This is an optimization exercise on Yosys and OpenROAD, whose aim is small area, not a production implementation. In this exercise RTL edits were held to simulation tests only and were not proved equivalent to the original. Power is estimated from default activity; no workload was simulated.

==> flow/design.v (excerpt) <==
module sin_gen #(
  parameter phase_width     = 9,
  parameter data_width      = 16,
  parameter sampling_f      = 4535,    
  parameter clock_cnt_width = 13
)(
  input                        clk,         
  input                        rst,         
  input      [phase_width-1:0] phase_incr,  
  output     [phase_width-1:0] phase_out,
  output     [data_width-1:0]  signal_out,
  output                       fs_out       
);
Size in the first run: roughly 420 cells after synthesis, roughly 31 flip-flops.
clock: 10.0 ns
lec_check: 0
abc_area: 1
cap_margin: 20
cell_pad_in_sites_detail_placement: 1
cell_pad_in_sites_global_placement: 2
core_margin: 2
core_utilization: 40
gpl_timing_driven: 1
slew_margin: 20
synth_memory_max_bits: 16384
standard.sh (not shown) runs the stock make flow with config.mk's settings and CLKGATE_MAP_FILE= SYNTH_SCRIPT=/design/flow/synth_recipe.tcl, a recipe that flattens the netlist after the stock synthesis.
==> flow/flow/run.sh <==
#!/bin/bash
set -euo pipefail
W=$PWD
mkdir -p "$W/myscripts"
cp -r "$FLOW_HOME/scripts/." "$W/myscripts/"
cp "$W/flow/abc_area.script" "$W/myscripts/abc_area.script"
bash standard.sh "SCRIPTS_DIR=$W/myscripts" "ADDER_MAP_FILE=" synth > "$W/synth.log" 2>&1
R=$W/orfs/results/$FLOW_PLATFORM/sin_gen/base
python3 "$W/flow/upsize.py" "$R/1_2_yosys.v" > "$W/upsize.log" 2>&1
rm -f "$R/1_synth.odb" "$R/1_synth.sdc"
bash standard.sh "SCRIPTS_DIR=$W/myscripts" "ADDER_MAP_FILE=" synth > "$W/synth2.log" 2>&1
bash standard.sh "BUFFER_PORTS_ARGS=-buffer_cell sky130_fd_sc_hd__buf_1" \
  "CTS_ARGS=-sink_clustering_enable -repair_clock_nets -buf_list sky130_fd_sc_hd__clkbuf_4 -dont_use_dummy_load" \
  finish > "$W/layout.log" 2>&1
==> flow/flow/abc_area.script <==
strash
&get -n
&dch -f
&nf -R 1000
&put
topo
==> flow/flow/upsize.py <==
#!/usr/bin/env python3
"""Give flip-flops that drive a large fanout a stronger drive (dfxtp_1 -> dfxtp_2/4)
in the synthesised netlist, instead of leaving the placer to buffer their nets.
Only the drive strength of a register's cell changes; its type and name stay."""
import re, sys
fn = sys.argv[1]
v = open(fn).read()
insts = re.findall(r'(sky130_fd_sc_hd__\w+)\s+(\\?\S+)\s*\((.*?)\);', v, re.S)
loads = {}
for typ, name, pins in insts:
    for pin, net in re.findall(r'\.(\w+)\(([^()]*)\)', pins):
        if pin not in ('X', 'Y', 'Q', 'Q_N', 'COUT', 'SUM'):
            loads[net.strip()] = loads.get(net.strip(), 0) + 1
out = v
for typ, name, pins in insts:
    if typ != 'sky130_fd_sc_hd__dfxtp_1':
        continue
    q = dict((a, b.strip()) for a, b in re.findall(r'\.(\w+)\(([^()]*)\)', pins))['Q']
    n = loads.get(q, 0)
    new = 'sky130_fd_sc_hd__dfxtp_4' if n > 24 else 'sky130_fd_sc_hd__dfxtp_2' if n > 12 else None
    if new:
        old = '%s %s' % (typ, name)
        assert out.count(old) == 1, old
        out = out.replace(old, '%s %s' % (new, name))
        print('%s: %d loads -> %s' % (name, n, new))
open(fn, 'w').write(out)
The first run produced a clean layout.
Rerun with:
==> flow/flow/abc_area.script (replaced) <==
strash
dch -f
amap
topo
=> Synthesized cell count goes up by about 10%. Wire length goes up by about 10%. First-iteration DRC count goes down by about 30%. Global-route usage goes up by 2.9 points. Synthesized area goes down by about 0.7%. Final cell count goes up by 7.5%. Setup slack is worse by 0.46 ns.

* * *

Another version of the RTL of sin_gen (not shown whole).
For scale: ~410 cells after synthesis, about 37 I/O pins, ~2800 µm² of cells after synthesis.
==> flow/design.v (excerpt) <==
module sin_gen #(
  parameter phase_width     = 9,
  parameter data_width      = 16,
  parameter sampling_f      = 4535,    
  parameter clock_cnt_width = 13
)(
  input                        clk,         
  input                        rst,         
  input      [phase_width-1:0] phase_incr,  
  output     [phase_width-1:0] phase_out,
  output     [data_width-1:0]  signal_out,
  output                       fs_out       
);
clock: 10.0 ns
lec_check: 0
abc_area: 1
cap_margin: 20
cell_pad_in_sites_detail_placement: 1
cell_pad_in_sites_global_placement: 2
core_margin: 2
core_utilization: 40
gpl_timing_driven: 1
slew_margin: 20
synth_memory_max_bits: 16384
==> flow/flow/run.sh <==
#!/bin/bash
set -euo pipefail
W=$PWD
mkdir -p "$W/myscripts"
cp -r "$FLOW_HOME/scripts/." "$W/myscripts/"
cp "$W/flow/abc_area.script" "$W/myscripts/abc_area.script"
bash standard.sh "SCRIPTS_DIR=$W/myscripts" "ADDER_MAP_FILE=" synth > "$W/synth.log" 2>&1
R=$W/orfs/results/$FLOW_PLATFORM/sin_gen/base
python3 "$W/flow/upsize.py" "$R/1_2_yosys.v" > "$W/upsize.log" 2>&1
rm -f "$R/1_synth.odb" "$R/1_synth.sdc"
bash standard.sh "SCRIPTS_DIR=$W/myscripts" "ADDER_MAP_FILE=" synth > "$W/synth2.log" 2>&1
bash standard.sh "BUFFER_PORTS_ARGS=-buffer_cell sky130_fd_sc_hd__buf_1" \
  "CTS_ARGS=-sink_clustering_enable -sink_clustering_size 40 -repair_clock_nets -buf_list sky130_fd_sc_hd__clkbuf_16 -dont_use_dummy_load" \
  finish > "$W/layout.log" 2>&1
==> flow/flow/abc_area.script <==
strash
&get -n
&dch -f
&nf -R 1000
&put
topo
Scripts as last shown in full above: flow/flow/upsize.py
The first run passed the timing, design-rule and antenna checks.
==> next run, changes <==
--- a/flow/flow/run.sh
+++ b/flow/flow/run.sh
@@ -13 +13 @@
-  "CTS_ARGS=-sink_clustering_enable -sink_clustering_size 40 -repair_clock_nets -buf_list sky130_fd_sc_hd__clkbuf_16 -dont_use_dummy_load" \
+  "CTS_ARGS=-sink_clustering_enable -repair_clock_nets -buf_list sky130_fd_sc_hd__clkbuf_4 -dont_use_dummy_load" \
Result:
- The new run passed the timing, design-rule and antenna checks
- via count falls slightly
- fmax stays flat
- first-iteration DRC count rises by about a fifth
==> next run, changes <==
- CORE_UTILIZATION: 40 -> 50
What happened:
- This time the run aborted during 3_1_place_gp_skip_io with GPL-0301
- area after synthesis is unchanged
- synthesized cell count is unchanged
==> next run, changes <==
--- a/flow/flow/run.sh
+++ b/flow/flow/run.sh
@@ -8,4 +7,0 @@
-R=$W/orfs/results/$FLOW_PLATFORM/sin_gen/base
-python3 "$W/flow/upsize.py" "$R/1_2_yosys.v" > "$W/upsize.log" 2>&1
-rm -f "$R/1_synth.odb" "$R/1_synth.sdc"
-bash standard.sh "SCRIPTS_DIR=$W/myscripts" "ADDER_MAP_FILE=" synth > "$W/synth2.log" 2>&1
- CORE_UTILIZATION: 50 -> 40
removed: flow/flow/upsize.py
What happened: This time the run passed the timing, design-rule and antenna checks. Area after synthesis fell by 0.75%. Synthesized cell count is unchanged.

* * *

== run 1 ==
sin_gen, a different RTL version from the one above (not shown whole).
Size: ~31 flip-flops, roughly 37 I/O pins, ~0.0028 sq mm of cells after synthesis.
==> flow/config.mk <==
export PLATFORM = sky130hd
export DESIGN_NAME = sin_gen
export DESIGN_NICKNAME = sin_gen
export VERILOG_FILES = /design/flow/design.v
export SDC_FILE = /design/flow/constraint.sdc
export NUM_CORES = 4
export LEC_CHECK = 0
export ABC_AREA = 1
export CAP_MARGIN = 20
export CELL_PAD_IN_SITES_DETAIL_PLACEMENT = 0
export CELL_PAD_IN_SITES_GLOBAL_PLACEMENT = 1
export CORE_MARGIN = 2
export CORE_UTILIZATION = 50
export GPL_TIMING_DRIVEN = 1
export SLEW_MARGIN = 20
export SYNTH_MEMORY_MAX_BITS = 16384
==> flow/constraint.sdc <==
create_clock -name core_clock -period 10.0 [get_ports {clk}]
set_input_delay 2.0000 -clock core_clock [delete_from_list [all_inputs] [get_ports {clk}]]
set_output_delay 2.0000 -clock core_clock [all_outputs]
set_load 0.01 [all_outputs]
==> flow/flow/run.sh <==
#!/bin/bash
set -euo pipefail
W=$PWD
mkdir -p "$W/myscripts"
cp -r "$FLOW_HOME/scripts/." "$W/myscripts/"
cp "$W/flow/abc_area.script" "$W/myscripts/abc_area.script"
bash standard.sh "SCRIPTS_DIR=$W/myscripts" "ADDER_MAP_FILE=" synth > "$W/synth.log" 2>&1
bash standard.sh "BUFFER_PORTS_ARGS=-buffer_cell sky130_fd_sc_hd__buf_1" \
  "CTS_ARGS=-sink_clustering_enable -repair_clock_nets -buf_list sky130_fd_sc_hd__clkbuf_4 -dont_use_dummy_load" \
  finish > "$W/layout.log" 2>&1
Scripts as last shown in full above: flow/flow/abc_area.script
Relative to run 1, the following input files were edited for run 2:
- CAP_MARGIN changed from 20 to 0
- SLEW_MARGIN changed from 20 to 0
- GPL_TIMING_DRIVEN removed (was 1)
- CORE_UTILIZATION changed from 50 to 30
- CELL_PAD_IN_SITES_DETAIL_PLACEMENT changed from 0 to 2
- CELL_PAD_IN_SITES_GLOBAL_PLACEMENT changed from 1 to 4
--- outcome ---
On run 2: fraction of layout cells with a size suffix above 1 is 0.62 points higher than what run 1 gave.
Run 2 ended up with a lower instance count on the critical path than run 1 did.
Relative to run 1, the wire length of the first global-routing pass measured on run 2 has increased by more than a quarter.
The cell with the largest stage delay on the worst path comes out xor2_2 in one run and o21ai_1 in the other, namely in run 1 and run 2 respectively.
Run 2 vs run 1, fraction of area in multi-input gates went down by 1.5 points.
Run 1 closes out successfully: all stages finished, all timing, DRC and antenna checks passed.
Both conditions hold for run 2: the flow ran to the end and the final layout passed the timing, design-rule and antenna checks.
Summary of the comparison: clock period minus final worst setup slack is higher in run 2, relative to run 1.
The following lists how run 3 was set up differently from run 2:
- PLACE_DENSITY now 0.75, previously not set
- SLEW_MARGIN now 20, was 0
- GPL_TIMING_DRIVEN now 0, previously not set
- CAP_MARGIN now 20, was 0
- CORE_UTILIZATION now 60, was 30
[summary]
Looking at run 2 and run 3, the parity-gate share of the synthesized area counting xor and xnor cells is a wash.
Run 2 → run 3: number of register bits inferred by synthesis barely changed, post-synth design cell area closely matched the old numbers, simple-gate share of the synthesized area shows no meaningful change, synthesized area per cell held steady, total number of placement rows down about 30%.
Die outline height for run 3: 28% down relative to run 2
On initial core utilization: between run 2 and run 3, it ends up lower for run 2.
From run 2 to run 3, synthesized instance count did not move at all.
Tool error GPL-0301 stopped run 3 during global placement without I/O (3_1_place_gp_skip_io); no final results.
Measured against each other, run 2 and run 3 differ in horizontal die dimension, the lower figure coming from run 3.
### run 3 -> run 4
- CELL_PAD_IN_SITES_GLOBAL_PLACEMENT now 2, was 4
- GPL_TIMING_DRIVEN now 1, was 0
- CORE_UTILIZATION now 40, was 60
- CELL_PAD_IN_SITES_DETAIL_PLACEMENT now 1, was 2
- PLACE_DENSITY no longer set, was 0.75
### Flow results
Looking at the reports, run 4 completed the entire flow and the layout it produced met the timing, design-rule and antenna checks.
Run 4 against run 3: synthesized cell count was more or less identical; net count after synthesis was more or less identical.
Compared run 3 against run 4; flop and latch count out of synthesis within noise.
Side by side, initial core utilization turned out lower in run 4 than in run 3.
Number of enable-type register cells in the synthesized netlist came out exactly the same in run 3 and run 4.
Taking run 3 as the reference, in run 4 share of synthesized area occupied by flip-flops and latches shows no meaningful change, height of the die increased by about 20% relative to the old numbers.
Compared with run 3, in run 4 number of cell rows climbed 25%, synthesized area barely changed, die width climbed about 20%.

* * *

== build 73 ==
sin_gen again, from the RTL that the note above started with.
==> flow/config.mk <==
export PLATFORM = sky130hd
export DESIGN_NAME = sin_gen
export DESIGN_NICKNAME = sin_gen
export VERILOG_FILES = /design/flow/design.v
export SDC_FILE = /design/flow/constraint.sdc
export NUM_CORES = 4
export LEC_CHECK = 0
export ABC_AREA = 1
export CAP_MARGIN = 10
export CELL_PAD_IN_SITES_DETAIL_PLACEMENT = 2
export CELL_PAD_IN_SITES_GLOBAL_PLACEMENT = 4
export CORE_MARGIN = 2
export CORE_UTILIZATION = 30
export SLEW_MARGIN = 10
export SYNTH_MEMORY_MAX_BITS = 16384
==> flow/constraint.sdc <==
create_clock -name core_clock -period 10.0 [get_ports {clk}]
set_input_delay 2.0000 -clock core_clock [delete_from_list [all_inputs] [get_ports {clk}]]
set_output_delay 2.0000 -clock core_clock [all_outputs]
set_load 0.01 [all_outputs]
Scripts as last shown in full above: flow/flow/run.sh, flow/flow/abc_area.script
Setup changes, build 73 to build 17
# build 73
export LEC_CHECK = 0
export ABC_AREA = 1
export CAP_MARGIN = 10
export CELL_PAD_IN_SITES_DETAIL_PLACEMENT = 2
export CELL_PAD_IN_SITES_GLOBAL_PLACEMENT = 4
export CORE_MARGIN = 2
export CORE_UTILIZATION = 30
export SLEW_MARGIN = 10
export SYNTH_MEMORY_MAX_BITS = 16384
create_clock -name core_clock -period 10.0 [get_ports {clk}]
# build 17
export LEC_CHECK = 0
export ABC_AREA = 1
export CAP_MARGIN = 20
export CELL_PAD_IN_SITES_DETAIL_PLACEMENT = 2
export CELL_PAD_IN_SITES_GLOBAL_PLACEMENT = 4
export CORE_MARGIN = 2
export CORE_UTILIZATION = 60
export GPL_TIMING_DRIVEN = 1
export PLACE_DENSITY = 0.75
export SLEW_MARGIN = 20
export SYNTH_MEMORY_MAX_BITS = 16384
create_clock -name core_clock -period 10.0 [get_ports {clk}]
==> run summary <==
Build 73 closes out successfully: all stages finished, all timing, DRC and antenna checks passed.
FAIL build 17 @ 3_1_place_gp_skip_io: tool exited with error
Diff build 73 -> build 17: post-synthesis register bit count now sits at about the same level; chip width now sits lower; effective utilization at floorplan now sits higher; area after synthesis now sits at about the same level; height of the die now sits lower.
As far as number of instances in the synthesized netlist goes, build 73 and build 17 are indistinguishable; the numbers are identical.
Modified inputs, build 89 compared to build 17
# build 17
export LEC_CHECK = 0
export ABC_AREA = 1
export CAP_MARGIN = 20
export CELL_PAD_IN_SITES_DETAIL_PLACEMENT = 2
export CELL_PAD_IN_SITES_GLOBAL_PLACEMENT = 4
export CORE_MARGIN = 2
export CORE_UTILIZATION = 60
export GPL_TIMING_DRIVEN = 1
export PLACE_DENSITY = 0.75
export SLEW_MARGIN = 20
export SYNTH_MEMORY_MAX_BITS = 16384
create_clock -name core_clock -period 10.0 [get_ports {clk}]
# build 89
export LEC_CHECK = 0
export ABC_AREA = 1
export CAP_MARGIN = 20
export CELL_PAD_IN_SITES_DETAIL_PLACEMENT = 2
export CELL_PAD_IN_SITES_GLOBAL_PLACEMENT = 4
export CORE_MARGIN = 2
export CORE_UTILIZATION = 30
export SLEW_MARGIN = 20
export SYNTH_MEMORY_MAX_BITS = 16384
create_clock -name core_clock -period 10.0 [get_ports {clk}]
==> flow/run.sh (new file) <==
#!/bin/bash
# synth_recipe.tcl (not shown) runs the flow's synth.tcl, then flattens the netlist and writes it again
# the make line also repeats each setting of config.mk as NAME=value (left out here)
make -C /OpenROAD-flow-scripts/flow DESIGN_CONFIG=/design/flow/config.mk WORK_HOME=/design/flow/orfs CLKGATE_MAP_FILE= SYNTH_SCRIPT=/design/flow/synth_recipe.tcl finish
removed: flow/flow/run.sh
removed: flow/flow/abc_area.script
removed: flow/standard.sh
## What came out
- Build 89 finished end to end and its layout was clean on timing, DRC and antenna.
- Per the comparison of build 89 with build 17, die span in y now sits higher, synthesized area now sits higher, fraction of the yosys area taken by sequential cells now sits lower.
- Build 89 ended up with simple AND/OR/NAND/NOR gates as its main combinational cell family by area after synthesis; build 17 ended up with compound AO/OA/AOI/OAI gates.
- Build 89 vs build 17 on post-synthesis area per instance: build 89 is the lower one.
- Post-synthesis simple-gate area fraction was higher in the run labelled build 89.
Changes in build 12 relative to build 89:
# build 89
export LEC_CHECK = 0
export ABC_AREA = 1
export CAP_MARGIN = 20
export CELL_PAD_IN_SITES_DETAIL_PLACEMENT = 2
export CELL_PAD_IN_SITES_GLOBAL_PLACEMENT = 4
export CORE_MARGIN = 2
export CORE_UTILIZATION = 30
export SLEW_MARGIN = 20
export SYNTH_MEMORY_MAX_BITS = 16384
create_clock -name core_clock -period 10.0 [get_ports {clk}]
# build 12
export LEC_CHECK = 0
export ABC_AREA = 1
export CAP_MARGIN = 20
export CELL_PAD_IN_SITES_DETAIL_PLACEMENT = 2
export CELL_PAD_IN_SITES_GLOBAL_PLACEMENT = 4
export CORE_MARGIN = 2
export CORE_UTILIZATION = 30
export GPL_TIMING_DRIVEN = 0
export SLEW_MARGIN = 20
export SYNTH_MEMORY_MAX_BITS = 16384
create_clock -name core_clock -period 10.0 [get_ports {clk}]
==> flow/flow/run.sh (new file) <==
#!/bin/bash
set -euo pipefail
W=$PWD
mkdir -p "$W/myscripts"
cp -r "$FLOW_HOME/scripts/." "$W/myscripts/"
cp "$W/flow/abc_area.script" "$W/myscripts/abc_area.script"
bash standard.sh "SCRIPTS_DIR=$W/myscripts" "ADDER_MAP_FILE=" synth > "$W/synth.log" 2>&1
bash standard.sh "BUFFER_PORTS_ARGS=-buffer_cell sky130_fd_sc_hd__buf_1" \
  "CTS_ARGS=-sink_clustering_enable -repair_clock_nets -buf_list sky130_fd_sc_hd__clkbuf_8 -sink_clustering_size 50 -sink_clustering_max_diameter 300 -dont_use_dummy_load" \
  finish > "$W/layout.log" 2>&1
==> flow/flow/abc_area.script (new file) <==
strash
&get -n
&dch -f
&nf -R 1000
&put
topo
==> flow/standard.sh (new file) <==
#!/bin/bash
# synth_recipe.tcl (not shown) runs the flow's synth.tcl, then flattens the netlist and writes it again
# the make line also repeats each setting of config.mk as NAME=value (left out here)
make -C /OpenROAD-flow-scripts/flow DESIGN_CONFIG=/design/flow/config.mk WORK_HOME=/design/flow/orfs CLKGATE_MAP_FILE= SYNTH_SCRIPT=/design/flow/synth_recipe.tcl "${@:-finish}"
removed: flow/run.sh
Comparing synthesized-area fraction occupied by and/or/nand/nor cells for build 12 and build 89, the smaller number came from build 12.
Cmp build 12 and build 89 / highest clock frequency the design can meet / lower: build 12
In the flow results for build 12 and build 89, the relative contribution of sequential cells to total power is smaller on build 89.
The following lists how build 25 was set up differently from build 12:
# build 12
export LEC_CHECK = 0
export ABC_AREA = 1
export CAP_MARGIN = 20
export CELL_PAD_IN_SITES_DETAIL_PLACEMENT = 2
export CELL_PAD_IN_SITES_GLOBAL_PLACEMENT = 4
export CORE_MARGIN = 2
export CORE_UTILIZATION = 30
export GPL_TIMING_DRIVEN = 0
export SLEW_MARGIN = 20
export SYNTH_MEMORY_MAX_BITS = 16384
create_clock -name core_clock -period 10.0 [get_ports {clk}]
# build 25
export LEC_CHECK = 0
export ABC_AREA = 1
export CAP_MARGIN = 20
export CELL_PAD_IN_SITES_DETAIL_PLACEMENT = 1
export CELL_PAD_IN_SITES_GLOBAL_PLACEMENT = 2
export CORE_MARGIN = 2
export CORE_UTILIZATION = 40
export GPL_TIMING_DRIVEN = 1
export SLEW_MARGIN = 20
export SYNTH_MEMORY_MAX_BITS = 16384
create_clock -name core_clock -period 10.0 [get_ports {clk}]
==> flow/flow/run.sh <==
#!/bin/bash
set -euo pipefail
W=$PWD
mkdir -p "$W/myscripts"
cp -r "$FLOW_HOME/scripts/." "$W/myscripts/"
cp "$W/flow/abc_area.script" "$W/myscripts/abc_area.script"
bash standard.sh "SCRIPTS_DIR=$W/myscripts" "ADDER_MAP_FILE=" synth > "$W/synth.log" 2>&1
bash standard.sh "BUFFER_PORTS_ARGS=-buffer_cell sky130_fd_sc_hd__buf_1" \
  "CTS_ARGS=-sink_clustering_enable -sink_clustering_size 32 -sink_clustering_max_diameter 500 -repair_clock_nets -buf_list {sky130_fd_sc_hd__clkbuf_4 sky130_fd_sc_hd__clkbuf_8} -dont_use_dummy_load" \
  finish > "$W/layout.log" 2>&1
[summary]
Overall die width (build 25 vs. build 12) decreases by more than 10%. Comparing build 25 with build 12, the cell-internal power came out essentially unchanged. Per the comparison of build 25 with build 12, critical path depth shows a reduction of 1, number of clock buffer instances in the layout stayed essentially flat, post-route clock period utilization fell by 2.1 points, met1 usage went up, placement-stage worst setup slack +0.086 ns.
Modified inputs, build 33 compared to build 25
# build 25
export LEC_CHECK = 0
export ABC_AREA = 1
export CAP_MARGIN = 20
export CELL_PAD_IN_SITES_DETAIL_PLACEMENT = 1
export CELL_PAD_IN_SITES_GLOBAL_PLACEMENT = 2
export CORE_MARGIN = 2
export CORE_UTILIZATION = 40
export GPL_TIMING_DRIVEN = 1
export SLEW_MARGIN = 20
export SYNTH_MEMORY_MAX_BITS = 16384
create_clock -name core_clock -period 10.0 [get_ports {clk}]
# build 33
export LEC_CHECK = 0
export ABC_AREA = 1
export CAP_MARGIN = 20
export CELL_PAD_IN_SITES_DETAIL_PLACEMENT = 2
export CELL_PAD_IN_SITES_GLOBAL_PLACEMENT = 4
export CORE_MARGIN = 2
export CORE_UTILIZATION = 30
export SLEW_MARGIN = 20
export SYNTH_MEMORY_MAX_BITS = 16384
create_clock -name core_clock -period 10.0 [get_ports {clk}]
==> flow/flow/run.sh <==
#!/bin/bash
set -euo pipefail
W=$PWD
mkdir -p "$W/myscripts"
cp -r "$FLOW_HOME/scripts/." "$W/myscripts/"
cp "$W/flow/abc_area.script" "$W/myscripts/abc_area.script"
bash standard.sh "SCRIPTS_DIR=$W/myscripts" "ADDER_MAP_FILE=" synth > "$W/synth.log" 2>&1
bash standard.sh "BUFFER_PORTS_ARGS=-buffer_cell sky130_fd_sc_hd__buf_1" \
  "CTS_ARGS=-sink_clustering_enable -repair_clock_nets -buf_list sky130_fd_sc_hd__clkbuf_4 -dont_use_dummy_load" \
  finish > "$W/layout.log" 2>&1
==> comparison <==
- Lower area of the die among build 25 and build 33: build 25
- Build 33: slack of the critical path is 0.42 ns higher than what build 25 reported.
- Build 33 drops fewer vias than build 25.
- On maximum frequency from static timing analysis, build 25 loses to build 33.
- For the mean number of vias per cell, build 33 came in 5.9% lower than build 25 did.
- Compared with build 25, build 33 shows a wire length on met3 that is about 30% lower.
- When build 33 is measured against build 25, its time the worst path needs with I/O delays and setup turns out 0.42 ns lower.

afterwards: timing with drivers on the ports:
In the flow no input, the clock included, has a driving cell. The finished layouts below were timed again as built, in two steps.
Step 1 assumes that a clkbuf_16 drives the clock port and a buf_2 every other input.
Step 2, shift: input delay + t, output delay - t, t = (earliest + latest rising clock arrival at the registers) / 2. This alone moves slack from input paths to output paths.
Three values: ideal ports, drivers, drivers and shift; two values: the first two.
| run | t, ns | setup slack, ns | worst hold slack (ns) | worst register clock-pin slew, ns | cell pins on the clock port's net |
|---|---|---|---|---|---|
| the first run of note 1 | 0.337 | 3.461 / 3.438 / 3.774 | 0.445 / 0.445 / 0.445 | 0.09 / 0.09 | 1 |
| the second run of note 1 | 0.345 | 2.996 / 2.973 / 3.317 | 0.431 / 0.431 / 0.431 | 0.11 / 0.11 | 1 |
| the first run of note 2 | 0.302 | 3.681 / 3.648 / 3.950 | 0.448 / 0.448 / 0.448 | 0.05 / 0.05 | 1 |
| the second run of note 2 | 0.345 | 3.671 / 3.647 / 3.992 | 0.452 / 0.452 / 0.452 | 0.10 / 0.10 | 1 |
| the fourth run of note 2 | 0.347 | 3.418 / 3.391 / 3.738 | 0.438 / 0.438 / 0.438 | 0.10 / 0.10 | 1 |
| run 1 | 0.339 | 2.586 / 2.561 / 2.899 | 0.434 / 0.434 / 0.434 | 0.10 / 0.10 | 1 |
| run 2 | 0.338 | 2.386 / 2.361 / 2.698 | 0.436 / 0.436 / 0.436 | 0.09 / 0.09 | 1 |
| run 4 | 0.338 | 2.201 / 2.177 / 2.515 | 0.445 / 0.445 / 0.445 | 0.10 / 0.10 | 1 |
| build 73 | 0.338 | 2.386 / 2.361 / 2.698 | 0.436 / 0.436 / 0.436 | 0.09 / 0.09 | 1 |
| build 89 | 0.310 | 3.335 / 3.300 / 3.610 | 0.416 / 0.416 / 0.416 | 0.05 / 0.05 | 1 |
| build 12 | 0.305 | 2.061 / 2.031 / 2.336 | 0.426 / 0.426 / 0.426 | 0.06 / 0.06 | 1 |
| build 25 | 0.294 | 2.272 / 2.246 / 2.540 | 0.439 / 0.439 / 0.439 | 0.07 / 0.07 | 1 |
| build 33 | 0.337 | 2.693 / 2.668 / 3.005 | 0.436 / 0.436 / 0.436 | 0.09 / 0.09 | 1 |
After both steps setup and hold are still met in every run listed.
